This design comes from an exercise in tuning for small area and a short achievable clock period on the open sky130 flow, not from production work.
At most, simulation tests tie the RTL to the original design; equivalence was not proved.

==> 03-13 <==
// mult_man
module mult_man (
  input clk, input rstn, input data_rdy,
  input [16:0] mult1_signed, input [16:0] mult2_signed,
  output [31:0] res, output [33:0] res_signed, output res_rdy, output [32:0] res_final);
Settings: LEC_CHECK=0, ABC_AREA=1, ABC_CLOCK_PERIOD_IN_PS=2000, CAP_MARGIN=20, CORE_MARGIN=2, CORE_UTILIZATION=40, SETUP_SLACK_MARGIN=2.3, SLEW_MARGIN=20, SYNTH_HIERARCHICAL=1, TNS_END_PERCENT=0; clock period 4.5 ns.
standard.sh (not shown) runs the stock make flow with config.mk's settings and CLKGATE_MAP_FILE= SYNTH_SCRIPT=/design/flow/synth_recipe.tcl, a recipe that flattens the netlist after the stock synthesis.
==> flow/flow/run.sh <==
#!/bin/bash
# The standard layout (standard.sh), with one change: the port buffers that buffer_ports
# inserts are sky130_fd_sc_hd__buf_2 cells (later resized as needed) instead of the delay cell
# buffer_ports picks by itself. Every input and output port still gets its buffer.
set -euo pipefail
bash standard.sh 'BUFFER_PORTS_ARGS=-buffer_cell sky130_fd_sc_hd__buf_2' finish > standard_flow.log 2>&1
==> 11-28: changes against 03-13 <==
--- a/flow/design.v
+++ b/flow/design.v
@@ -2,16 +2,17 @@
    assign s  = a ^ b ^ ci;
    assign co = (a & b) | (a & ci) | (b & ci);
 endmodule
 module mult_ha (input a, input b, output s, output co);               
    assign s  = a ^ b;
    assign co = a & b;
 endmodule
-module mult_buf (input a, output y);
-   assign y = a;
+module mult_han (input a, input b, output s, output co);              
+   assign s  = a ^ b;
+   assign co = ~(a | b);
 endmodule
 module mult_inv (input a, output y);
    assign y = ~a;
 endmodule
 module mult_nand2 (input a, input b, output y);
    assign y = ~(a & b);
 endmodule
@@ -1158,54 +1159,45 @@
   reg p2_c29_0; always @(posedge clk) p2_c29_0 <= s1043;
   reg p2_c29_1; always @(posedge clk) p2_c29_1 <= c1140;
   reg p2_c30_0; always @(posedge clk) p2_c30_0 <= w669;
   reg p2_c30_1; always @(posedge clk) p2_c30_1 <= c1044;
   reg p2_n_0; always @(posedge clk) p2_n_0 <= p1_n_0;
   reg v2; always @(posedge clk or negedge rstn) if (!rstn) v2 <= 1'b0; else v2 <= v1;
   wire s1142, c1143;
-  assign s1142 = p2_c11_0 ^ p2_c11_1;
-  mult_nor2 u1144 (.a(p2_c11_0), .b(p2_c11_1), .y(c1143));
+  mult_han u1144 (.a(p2_c11_0), .b(p2_c11_1), .s(s1142), .co(c1143));
   wire s1145, c1146;
-  assign s1145 = p2_c12_0 ^ p2_c12_1;
-  mult_nor2 u1147 (.a(p2_c12_0), .b(p2_c12_1), .y(c1146));
+  mult_han u1147 (.a(p2_c12_0), .b(p2_c12_1), .s(s1145), .co(c1146));
   wire s1148, c1149;
-  assign s1148 = p2_c13_0 ^ p2_c13_1;
-  mult_nor2 u1150 (.a(p2_c13_0), .b(p2_c13_1), .y(c1149));
+  mult_han u1150 (.a(p2_c13_0), .b(p2_c13_1), .s(s1148), .co(c1149));
   wire s1151, c1152;
-  assign s1151 = p2_c14_0 ^ p2_c14_1;
-  mult_nor2 u1153 (.a(p2_c14_0), .b(p2_c14_1), .y(c1152));
+  mult_han u1153 (.a(p2_c14_0), .b(p2_c14_1), .s(s1151), .co(c1152));
   wire s1154, c1155;
   mult_cell u1156 (.a(p2_c15_0), .b(p2_c15_1), .ci(p2_c15_2), .s(s1154), .co(c1155));
   wire s1157, c1158;
-  assign s1157 = p2_c15_3 ^ p2_c15_4;
-  mult_nor2 u1159 (.a(p2_c15_3), .b(p2_c15_4), .y(c1158));
+  mult_han u1159 (.a(p2_c15_3), .b(p2_c15_4), .s(s1157), .co(c1158));
   wire s1160, c1161;
   mult_cell u1162 (.a(p2_c16_0), .b(p2_c16_1), .ci(p2_c16_2), .s(s1160), .co(c1161));
   wire s1163, c1164;
-  assign s1163 = p2_c16_3 ^ p2_c16_4;
-  mult_nor2 u1165 (.a(p2_c16_3), .b(p2_c16_4), .y(c1164));
+  mult_han u1165 (.a(p2_c16_3), .b(p2_c16_4), .s(s1163), .co(c1164));
   wire s1166, c1167;
   mult_cell u1168 (.a(p2_c17_0), .b(p2_c17_1), .ci(p2_c17_2), .s(s1166), .co(c1167));
   wire s1169, c1170;
   mult_cell u1171 (.a(p2_c17_3), .b(p2_c17_4), .ci(p2_c17_5), .s(s1169), .co(c1170));
   wire s1172, c1173;
   mult_cell u1174 (.a(p2_c18_0), .b(p2_c18_1), .ci(p2_c18_2), .s(s1172), .co(c1173));
   wire s1175, c1176;
   mult_cell u1177 (.a(p2_c19_0), .b(p2_c19_1), .ci(p2_c19_2), .s(s1175), .co(c1176));
   wire s1178, c1179;
   mult_cell u1180 (.a(p2_c20_0), .b(p2_c20_1), .ci(p2_c20_2), .s(s1178), .co(c1179));
   wire s1181, c1182;
-  assign s1181 = p2_c8_0 ^ p2_c8_1;
-  mult_nor2 u1183 (.a(p2_c8_0), .b(p2_c8_1), .y(c1182));
+  mult_han u1183 (.a(p2_c8_0), .b(p2_c8_1), .s(s1181), .co(c1182));
   wire s1184, c1185;
-  assign s1184 = p2_c9_0 ^ p2_c9_1;
-  mult_nor2 u1186 (.a(p2_c9_0), .b(p2_c9_1), .y(c1185));
+  mult_han u1186 (.a(p2_c9_0), .b(p2_c9_1), .s(s1184), .co(c1185));
   wire s1187, c1188;
-  assign s1187 = p2_c10_0 ^ p2_c10_1;
-  mult_nor2 u1189 (.a(p2_c10_0), .b(p2_c10_1), .y(c1188));
+  mult_han u1189 (.a(p2_c10_0), .b(p2_c10_1), .s(s1187), .co(c1188));
   wire s1190, c1191;
   mult_cell u1192 (.a(p2_c11_2), .b(p2_c11_3), .ci(p2_c11_4), .s(s1190), .co(c1191));
   wire i1193;
   mult_inv u1194 (.a(c1143), .y(i1193));
   wire s1195, c1196;
   mult_cell u1197 (.a(p2_c12_2), .b(p2_c12_3), .ci(i1193), .s(s1195), .co(c1196));
   wire i1198;
@@ -1237,22 +1229,19 @@
   wire s1233, c1234;
   mult_cell u1235 (.a(p2_c22_0), .b(p2_c22_1), .ci(p2_c22_2), .s(s1233), .co(c1234));
   wire s1236, c1237;
   mult_cell u1238 (.a(p2_c23_0), .b(p2_c23_1), .ci(p2_c23_2), .s(s1236), .co(c1237));
   wire s1239, c1240;
   mult_cell u1241 (.a(p2_c24_0), .b(p2_c24_1), .ci(p2_c24_2), .s(s1239), .co(c1240));
   wire s1242, c1243;
-  assign s1242 = p2_c5_0 ^ p2_c5_1;
-  mult_nor2 u1244 (.a(p2_c5_0), .b(p2_c5_1), .y(c1243));
+  mult_han u1244 (.a(p2_c5_0), .b(p2_c5_1), .s(s1242), .co(c1243));
   wire s1245, c1246;
-  assign s1245 = p2_c6_0 ^ p2_c6_1;
-  mult_nor2 u1247 (.a(p2_c6_0), .b(p2_c6_1), .y(c1246));
+  mult_han u1247 (.a(p2_c6_0), .b(p2_c6_1), .s(s1245), .co(c1246));
   wire s1248, c1249;
-  assign s1248 = p2_c7_0 ^ p2_c7_1;
-  mult_nor2 u1250 (.a(p2_c7_0), .b(p2_c7_1), .y(c1249));
+  mult_han u1250 (.a(p2_c7_0), .b(p2_c7_1), .s(s1248), .co(c1249));
   wire i1251;
   mult_inv u1252 (.a(s1181), .y(i1251));
   wire s1253, c1254;
   mult_cell u1255 (.a(p2_c8_2), .b(p2_c8_3), .ci(i1251), .s(s1253), .co(c1254));
   wire i1256;
   mult_inv u1257 (.a(p2_c9_2), .y(i1256));
   wire s1258, c1259;
==> flow/run.sh (new file) <==
#!/bin/bash
# synth_recipe.tcl (not shown) runs the flow's synth.tcl, then flattens the netlist and writes it again
# the make line also repeats each setting of config.mk as NAME=value (left out here)
make -C /OpenROAD-flow-scripts/flow DESIGN_CONFIG=/design/flow/config.mk WORK_HOME=/design/flow/orfs CLKGATE_MAP_FILE= SYNTH_SCRIPT=/design/flow/synth_recipe.tcl finish
- ABC_AREA: 1 -> unset
- CORE_UTILIZATION: 40 -> 60
- PLACE_DENSITY: unset -> 0.75
- SETUP_SLACK_MARGIN: 2.3 -> 2.4
removed: flow/flow/run.sh
removed: flow/standard.sh
==> 06-19: changes against 03-13 <==
==> flow/flow/run.sh (replaced) <==
#!/bin/bash
# The standard layout (standard.sh) with two changes:
# - the port buffers that buffer_ports inserts are sky130_fd_sc_hd__buf_2 cells (resized later as
#   needed) instead of the delay cell buffer_ports picks by itself; every port still gets one;
# - ABC maps the design's small gate modules for a 1 fF load instead of 5 fF, so that it does
#   not pick x2/x4 drive strengths for single gates (the resizer upsizes where timing needs it).
set -euo pipefail
bash standard.sh 'BUFFER_PORTS_ARGS=-buffer_cell sky130_fd_sc_hd__buf_2' ABC_LOAD_IN_FF=1 finish > standard_flow.log 2>&1
- ABC_AREA: 1 -> unset
- ABC_CLOCK_PERIOD_IN_PS: 2000 -> unset
- SETUP_SLACK_MARGIN: 2.3 -> 2.2
==> 02-04: changes against 03-13 <==
- ABC_AREA: 1 -> unset
==> out/qor.yml <==
placement:
  gp_congestion: 0.8357
power_and_ir_drop:
  internal_power_mw: 7.823
drt:
  drt-initial-drc-count: 744
  wl_met3_um: 2649
  finalWirelength_um: 30820
setup_path:
  critical_path.slowest_cell: "dfxtp_2"
synth:
  synthAdderAreaFrac: 0.2711
status:
  status: "complete, no violations"
floorplan:
  start_util: 0.6062
sta:
  fin_skew_ps: 8.466
# the run above: 11-28

==> out/qor.yml <==
status:
  status: "complete, no violations"
worst_hold_path:
  hold_path.class: "register to register"
power_and_ir_drop:
  internal_power_mw: 7.707
  switching_share: 0.3927
global_routing:
  antenna_found_initial: 0
floorplan:
  n_tap_cell: 511
  start_util: 0.4034
drt:
  finalWirelength_um: 33260
  drt-initial-drc-count: 617
  wl_met3_um: 3296
synth:
  synth_top_family_by_area: "adder cells"
  synthesis.nets: 1654
  synthAdderAreaFrac: 0.2627
setup_path:
  max_stage_delay_ps: 550
sta:
  fin_skew_ps: 25.77
placement:
  gp_congestion: 0.8535
# the run above: 02-04

==> out/qor.yml <==
placement:
  gp_congestion: 0.8350
synth:
  postSynthCellCount: 1419
  synthAdderAreaFrac: 0.2727
drt:
  wl_met3_um: 2820
  post_drt_wl_per_cell_um: 15.18
  finalWirelength_um: 30890
clocking:
  cts.sinks: 260
finish:
  final_area_sq_um: 16810
  regMostFlops: "rs_q"
power_and_ir_drop:
  internal_power_mw: 7.427
  seqPwrFrac: 0.335
setup_path:
  critical_path.slowest_cell: "fa_1"
floorplan:
  start_util: 0.4077
sta:
  fin_skew_ps: 16.38
status:
  status: "complete, no violations"
# the run above: 06-19

==> out/qor.yml <==
synth:
  synthAdderAreaFrac: 0.2555
floorplan:
  start_util: 0.4034
drt:
  wl_met3_um: 3437
  drt-initial-drc-count: 678
  finalWirelength_um: 36020
sta:
  finalSetupViolations: 0
  fin_skew_ps: 15.05
finish:
  syn_to_final_growth_pct: 20.37
placement:
  gp_congestion: 0.8590
power_and_ir_drop:
  internal_power_mw: 7.603
status:
  status: "complete, no violations"
# the run above: 03-13

The RTL of 11-28 was laid out without a check of its function.

==> re-timing with driven ports <==
In the flow no input, the clock included, has a driving cell. The finished layouts below were timed again as built, in two steps.
Step 1: set_driving_cell puts a clkbuf_16 on clk and a buf_2 on each other input, an assumption about the parent block.
Step 2 moves the port delays by t, midway between the first and last clock arrival at a register: inputs arrive t later, outputs are due t later. That takes back most of the time a late clock gives input paths.
Slacks: ideal ports / drivers / drivers and shift; pairs: ideal ports / drivers.
run	shift t [ns]	slack for setup (ns)	worst setup path at the end	pins driven straight from the clock port
03-13	0.603	2.231 / 2.231 / 2.231	register to register	1
11-28	0.573	2.159 / 2.150 / 1.990	input to register	1
06-19	0.596	2.260 / 2.260 / 2.260	register to register	1
02-04	0.589	2.245 / 2.245 / 2.245	register to register	1
After both steps every run listed still meets setup and hold. For 11-28, which loses most, drivers alone change the setup slack by -0.009 ns; drivers and shift together by -0.169 ns.
